From an optimization exercise on the open Yosys and OpenROAD flow, aimed at small area, a short achievable clock period and few clock cycles; shortcuts taken in it are not production practice. The RTL was checked by simulation tests, not by an equivalence proof against the original design. The clock port is modelled as an ideal driver, which makes a skipped or thinned clock tree look cheaper than it is; a real chip needs a root buffer or a tree. Power and IR drop assume default switching activity.

Design LBP, start of the top module:
module LBP ( clk, reset, gray_addr, gray_req, gray_ready, gray_data, lbp_addr, lbp_valid, lbp_data, finish);
For scale: about 50 I/O pins.
export LEC_CHECK = 0
export CAP_MARGIN = 20
export CORE_MARGIN = 2
export CORE_UTILIZATION = 60
export SETUP_SLACK_MARGIN = 2.4
export SLEW_MARGIN = 20
create_clock -name core_clock -period 4.0 [get_ports {clk}]
standard.sh (not shown) runs the stock make flow with config.mk's settings and CLKGATE_MAP_FILE= SYNTH_SCRIPT=/design/flow/synth_recipe.tcl, a recipe that flattens the netlist after the stock synthesis.
==> flow/flow/run.sh <==
#!/bin/bash
set -euo pipefail
W=$PWD
source flow/params.sh
bash standard.sh synth > synth.log 2>&1
R=$W/orfs/results/$FLOW_PLATFORM/LBP/base
cp "$R/1_2_yosys.v" "$W/standard_1_2_yosys.v"
LIB_FILE="$FLOW_HOME/platforms/$FLOW_PLATFORM/lib/sky130_fd_sc_hd__tt_025C_1v80.lib" \
NETLIST_IN="$W/standard_1_2_yosys.v" NETLIST_OUT="$W/remapped.v" \
DONT_USE="$(cat flow/dont_use.txt)" \
  yosys -c flow/remap.tcl > remap.log 2>&1
cp "$W/remapped.v" "$R/1_2_yosys.v"
bash standard.sh PRE_CTS_TCL="$W/flow/cts_manual.tcl" \
  "BUFFER_PORTS_ARGS=-buffer_cell $PORT_BUF" finish > layout.log 2>&1
==> flow/flow/params.sh <==
# clock tree of flow/cts_manual.tcl: MY_CTS_NX x MY_CTS_NY groups of flip-flops, each
# driven by one MY_CTS_BUF; MY_CTS_ROOT, if set, is a buffer between them and the port.
export MY_CTS_BUF=sky130_fd_sc_hd__clkbuf_16 MY_CTS_NX=2 MY_CTS_NY=2 MY_CTS_ROOT=
PORT_BUF=sky130_fd_sc_hd__buf_2
# ABC script flow/remap.tcl maps the logic with
export ABC_SCRIPT="+strash;dch;map -a;topo;stime"
Other scripts of this flow, unchanged in this note and not shown: flow/flow/cts_manual.tcl, flow/flow/dont_use.txt, flow/flow/remap.tcl
Testbench counts at the start, summed over its fixed seeds: cycles 172,040.
Change:
--- a/flow/flow/params.sh
+++ b/flow/flow/params.sh
@@ -5,2 +5,2 @@
 # ABC script flow/remap.tcl maps the logic with
-export ABC_SCRIPT="+strash;dch;map -a;topo;stime"
+export ABC_SCRIPT="+strash;dch;map;topo;stime"
Settings changed: CORE_UTILIZATION 60 to 50.
Effect:
- total power stays flat
- sequential cell count is unchanged
- clock power stays flat
- final cell count increases by a few percent
- first-iteration DRC count rose by well over a third
- setup slack loses 0.0089 ns
- synthesized area grows slightly
- combinational power goes down by a few percent
Change:
--- a/flow/flow/params.sh
+++ b/flow/flow/params.sh
@@ -5,2 +5,2 @@
 # ABC script flow/remap.tcl maps the logic with
-export ABC_SCRIPT="+strash;dch;map;topo;stime"
+export ABC_SCRIPT="+strash;dch;map -a;topo;stime"
Settings changed: CORE_UTILIZATION 50 to 45.
After rerunning:
- register-to-register slack gets worse by 0.06 ns
- synthesized area goes down by 1.6%
- setup slack barely changes
- power hardly moves
- global-route usage shrinks by 2.4 points
- worst hold slack got worse by 0.0063 ns
- via count goes down by 1.8%
- maximum frequency stays flat
- clock skew grows by 0.0042 ns
No run of this note takes its clock network from TritonCTS; it comes from the design's own scripts or RTL.

* * *

The RTL this note starts from:
==> flow/design.v <==
`timescale 1ns/10ps
module LBP ( clk, reset, gray_addr, gray_req, gray_ready, gray_data, lbp_addr, lbp_valid, lbp_data, finish);
input clk;
input reset;
output reg [13:0] gray_addr;
output reg gray_req;
input gray_ready;
input [7:0] gray_data;
output reg [13:0] lbp_addr;
output reg lbp_valid;
output reg [7:0] lbp_data;
output reg finish;
reg [2:0] r;         
reg col_end;         
reg x_last;          
wire [6:0] gx = gray_addr[6:0];
wire [6:0] gy = gray_addr[13:7];
wire strip_end = col_end & x_last;
wire is_last = strip_end & (&gy);
always @(posedge clk or posedge reset) begin
    if (reset) begin
        gray_req <= 1'b0;
        finish <= 1'b0;
        lbp_valid <= 1'b0;
    end else begin
        lbp_valid <= gray_req & (|r[2:1]) & (|gx[6:1]);
        if (gray_req) begin
            if (is_last) begin
                gray_req <= 1'b0;
                finish <= 1'b1;
            end
        end else if (gray_ready & ~finish) begin
            gray_req <= 1'b1;
        end
    end
end
wire [6:0] y_step = {{4{col_end}}, {2{strip_end}}, 1'b1};
always @(posedge clk) begin
    x_last <= &gx;
    if (!gray_req) begin
        gray_addr <= 14'd0;
        r <= 3'd0;
        col_end <= 1'b0;
    end else begin
        r <= r + 3'd1;
        col_end <= (r == 3'd6);
        gray_addr[13:7] <= gy + y_step;
        if (col_end) gray_addr[6:0] <= gx + 7'd1;
    end
end
function [1:0] cmp_merge;
    input [1:0] hi, lo;
    cmp_merge = {hi[1] | (~hi[0] & lo[1]), hi[0] | (~hi[1] & lo[0])};
endfunction
function [1:0] cmp;
    input [7:0] a, b;
    reg [1:0] p0, p1, p2, p3, p4, p5, p6, p7;
    begin
        p0 = {a[0] & ~b[0], ~a[0] & b[0]};
        p1 = {a[1] & ~b[1], ~a[1] & b[1]};
        p2 = {a[2] & ~b[2], ~a[2] & b[2]};
        p3 = {a[3] & ~b[3], ~a[3] & b[3]};
        p4 = {a[4] & ~b[4], ~a[4] & b[4]};
        p5 = {a[5] & ~b[5], ~a[5] & b[5]};
        p6 = {a[6] & ~b[6], ~a[6] & b[6]};
        p7 = {a[7] & ~b[7], ~a[7] & b[7]};
        cmp = cmp_merge(cmp_merge(cmp_merge(p7, p6), cmp_merge(p5, p4)),
                        cmp_merge(cmp_merge(p3, p2), cmp_merge(p1, p0)));
    end
endfunction
reg [7:0] c1, c2, c3, c4, c5, c6, c7, c8, c9;
wire [1:0] k0 = cmp(gray_data, c9);
wire [1:0] k1 = cmp(c1, c9);
wire [1:0] k2 = cmp(c2, c9);
wire [1:0] k8 = cmp(c8, c9);
reg [8:0] d0;    
reg [7:0] d1;    
reg [6:0] d2;    
reg       d8;    
always @(posedge clk) begin
    c1 <= gray_data; c2 <= c1; c3 <= c2; c4 <= c3; c5 <= c4;
    c6 <= c5; c7 <= c6; c8 <= c7; c9 <= c8;
    d0 <= {d0[7:0], ~k0[1]};
    d1 <= {d1[6:0], ~k1[1]};
    d2 <= {d2[5:0], ~k2[1]};
    d8 <= ~k8[1];
    lbp_data <= {~k0[0], ~k8[0], d2[6], ~k1[0], d1[7], ~k2[0], d8, d0[8]};
    lbp_addr <= {gy - 7'd1, gx - 7'd1};
end
endmodule
==> flow/config.mk <==
export PLATFORM = sky130hd
export DESIGN_NAME = LBP
export DESIGN_NICKNAME = LBP
export VERILOG_FILES = /design/flow/design.v
export SDC_FILE = /design/flow/constraint.sdc
export NUM_CORES = 4
export LEC_CHECK = 0
export CAP_MARGIN = 20
export CORE_MARGIN = 2
export CORE_UTILIZATION = 50
export SETUP_SLACK_MARGIN = 2.45
export SLEW_MARGIN = 20
==> flow/constraint.sdc <==
create_clock -name core_clock -period 4.0 [get_ports {clk}]
set_input_delay 0.8000 -clock core_clock [delete_from_list [all_inputs] [get_ports {clk}]]
set_output_delay 0.8000 -clock core_clock [all_outputs]
set_load 0.01 [all_outputs]
Scripts as last shown in full above: flow/flow/run.sh
Other scripts of this flow, unchanged in this note and not shown: flow/flow/cts_manual.tcl, flow/flow/dont_use.txt, flow/flow/params.sh, flow/flow/remap.tcl
Testbench counts at the start, summed over its fixed seeds: cycles 172,040.
Next try:
SETUP_SLACK_MARGIN = 2.3   (was 2.45)
The new run produced a clean layout.
Register-to-register slack is worse by 70 ps.
Worst setup slack is worse by 92 ps.
Cell area drops by about 2%.
Flip-flop and latch count is unchanged.
Routed wire length drops by 0.84%.
Die area stays the same.
Via count drops by about 1.9%.
Total power hardly moves.
In every run of this note, the design's own scripts or RTL, not TritonCTS, make the clock network.

* * *

Setup of tundra:
// LBP: RTL as listed in full above, without the edits since
clock: 4.0 ns
lec_check: 0
cap_margin: 20
core_margin: 2
core_utilization: 40
slew_margin: 20
==> flow/flow/run.sh <==
#!/bin/bash
# Layout flow: the standard synthesis, then the ORFS flow with port buffers, clock tree
# and timing repair chosen here (see params.sh). Each tool's output is logged in this folder.
set -euo pipefail
W=$PWD
source flow/params.sh
bash standard.sh synth > synth.log 2>&1
make -C "$FLOW_HOME" DESIGN_CONFIG="$FLOW_CONFIG" WORK_HOME="$W/orfs" CLKGATE_MAP_FILE= \
  SYNTH_SCRIPT="$W/synth_recipe.tcl" "${PARAMS[@]}" finish > layout.log 2>&1
R=$W/orfs/results/$FLOW_PLATFORM/LBP/base
: # left out here: write the final layout as DEF
==> flow/flow/params.sh <==
PARAMS=(
  CORE_UTILIZATION=40 CORE_MARGIN=2 CAP_MARGIN=20 SLEW_MARGIN=20
  SETUP_SLACK_MARGIN=2.5
  "BUFFER_PORTS_ARGS=-buffer_cell sky130_fd_sc_hd__buf_2"
  "CTS_ARGS=-sink_clustering_enable -repair_clock_nets -sink_clustering_size 30 -sink_clustering_max_diameter 60 -buf_list sky130_fd_sc_hd__clkbuf_8 -root_buf sky130_fd_sc_hd__clkbuf_16"
)
Testbench counts of tundra, summed over its fixed seeds: cycles 172,040.
What indigo does differently from tundra at the input level:
==> flow/flow/params.sh <==
PARAMS=(
  CORE_UTILIZATION=40 CORE_MARGIN=2 CAP_MARGIN=20 SLEW_MARGIN=20
  SETUP_SLACK_MARGIN=2.5
  "BUFFER_PORTS_ARGS=-buffer_cell sky130_fd_sc_hd__buf_2"
  "CTS_ARGS=-sink_clustering_enable -repair_clock_nets -sink_clustering_size 40 -sink_clustering_max_diameter 400 -sink_clustering_levels 1 -buf_list sky130_fd_sc_hd__clkbuf_16 -root_buf sky130_fd_sc_hd__clkbuf_16"
)
==> comparison <==
Worst hold slack is higher on tundra
Utilization of the core after routing ended up 1.5 points higher on indigo than on tundra.
From tundra to indigo the numbers moved as follows: part of the power in combinational logic went down 0.6 points; share of the final layout cell area in sequential cells went down 1.4 points; cell area went up 170 um2; total power went up 13%.
Ratio of final minimum period to clock period: indigo < tundra
Compared indigo vs tundra, and met3 wirelength from detailed routing is down in indigo.
tundra ended up with sequential cells as its top power consumer group; indigo ended up with clock.
Looking at indigo and tundra, the share of post-route cells with drive strength above 1 is a wash.
| tightest slew margin relative to the limit | indigo vs tundra | ≈ equal |
The inputs of xenon differ from those of indigo as listed below.
==> flow/flow/params.sh <==
PARAMS=(
  CORE_UTILIZATION=40 CORE_MARGIN=2 CAP_MARGIN=20 SLEW_MARGIN=20
  SETUP_SLACK_MARGIN=2.6
  "BUFFER_PORTS_ARGS=-buffer_cell sky130_fd_sc_hd__buf_2"
  "CTS_ARGS=-sink_clustering_enable -repair_clock_nets -sink_clustering_size 40 -sink_clustering_max_diameter 150 -buf_list sky130_fd_sc_hd__clkbuf_16 -root_buf sky130_fd_sc_hd__clkbuf_16"
)
[summary]
Relative to indigo, the routed length on met2 measured on xenon has increased slightly.
| fmax | xenon vs indigo | ≈ equal |
Changes observed in xenon relative to indigo: worst setup slack picked up an extra 0.0045 ns; post-place setup slack lost 0.0066 ns.
Delta (xenon minus indigo): number of logic stages on the critical path including buffering moved up, sequential portion of the cell area shows a reduction of 0.29 points, number of non-clock buffers went up by 1.4%, design area increased 0.59%.

[what the ideal ports hide]
How much do the figures lean on ideal ports? The routed layouts below were timed once more, with nothing changed but the port constraints.
Step 1, drivers: a clkbuf_16 drives clk and a buf_2 each remaining input, both assumed.
Step 2 also shifts input and output timing later by t, the mid clock arrival at the registers, as if the neighbouring blocks saw the same clock.
Three values: no drivers, after step 1, after step 2; two values: the first two.
run	shift t [ns]	setup slack, ns	cell pins on the clock port's net
the first run of note 1	0.243	2.450 / 2.379 / 2.293	4
the second run of note 1	0.245	2.442 / 2.368 / 2.334	4
the third run of note 1	0.253	2.441 / 2.363 / 2.261	4
the first run of note 2	0.249	2.479 / 2.401 / 2.298	4
the second run of note 2	0.246	2.388 / 2.312 / 2.198	4
tundra	0.401	2.196 / 2.200 / 1.800	1
indigo	0.444	2.233 / 2.223 / 1.793	1
xenon	0.449	2.238 / 2.210 / 1.802	1
After both steps every run listed still meets setup and hold. The setup slack of indigo, which loses most, moves by -0.010 ns with the drivers and by -0.440 ns with both steps.
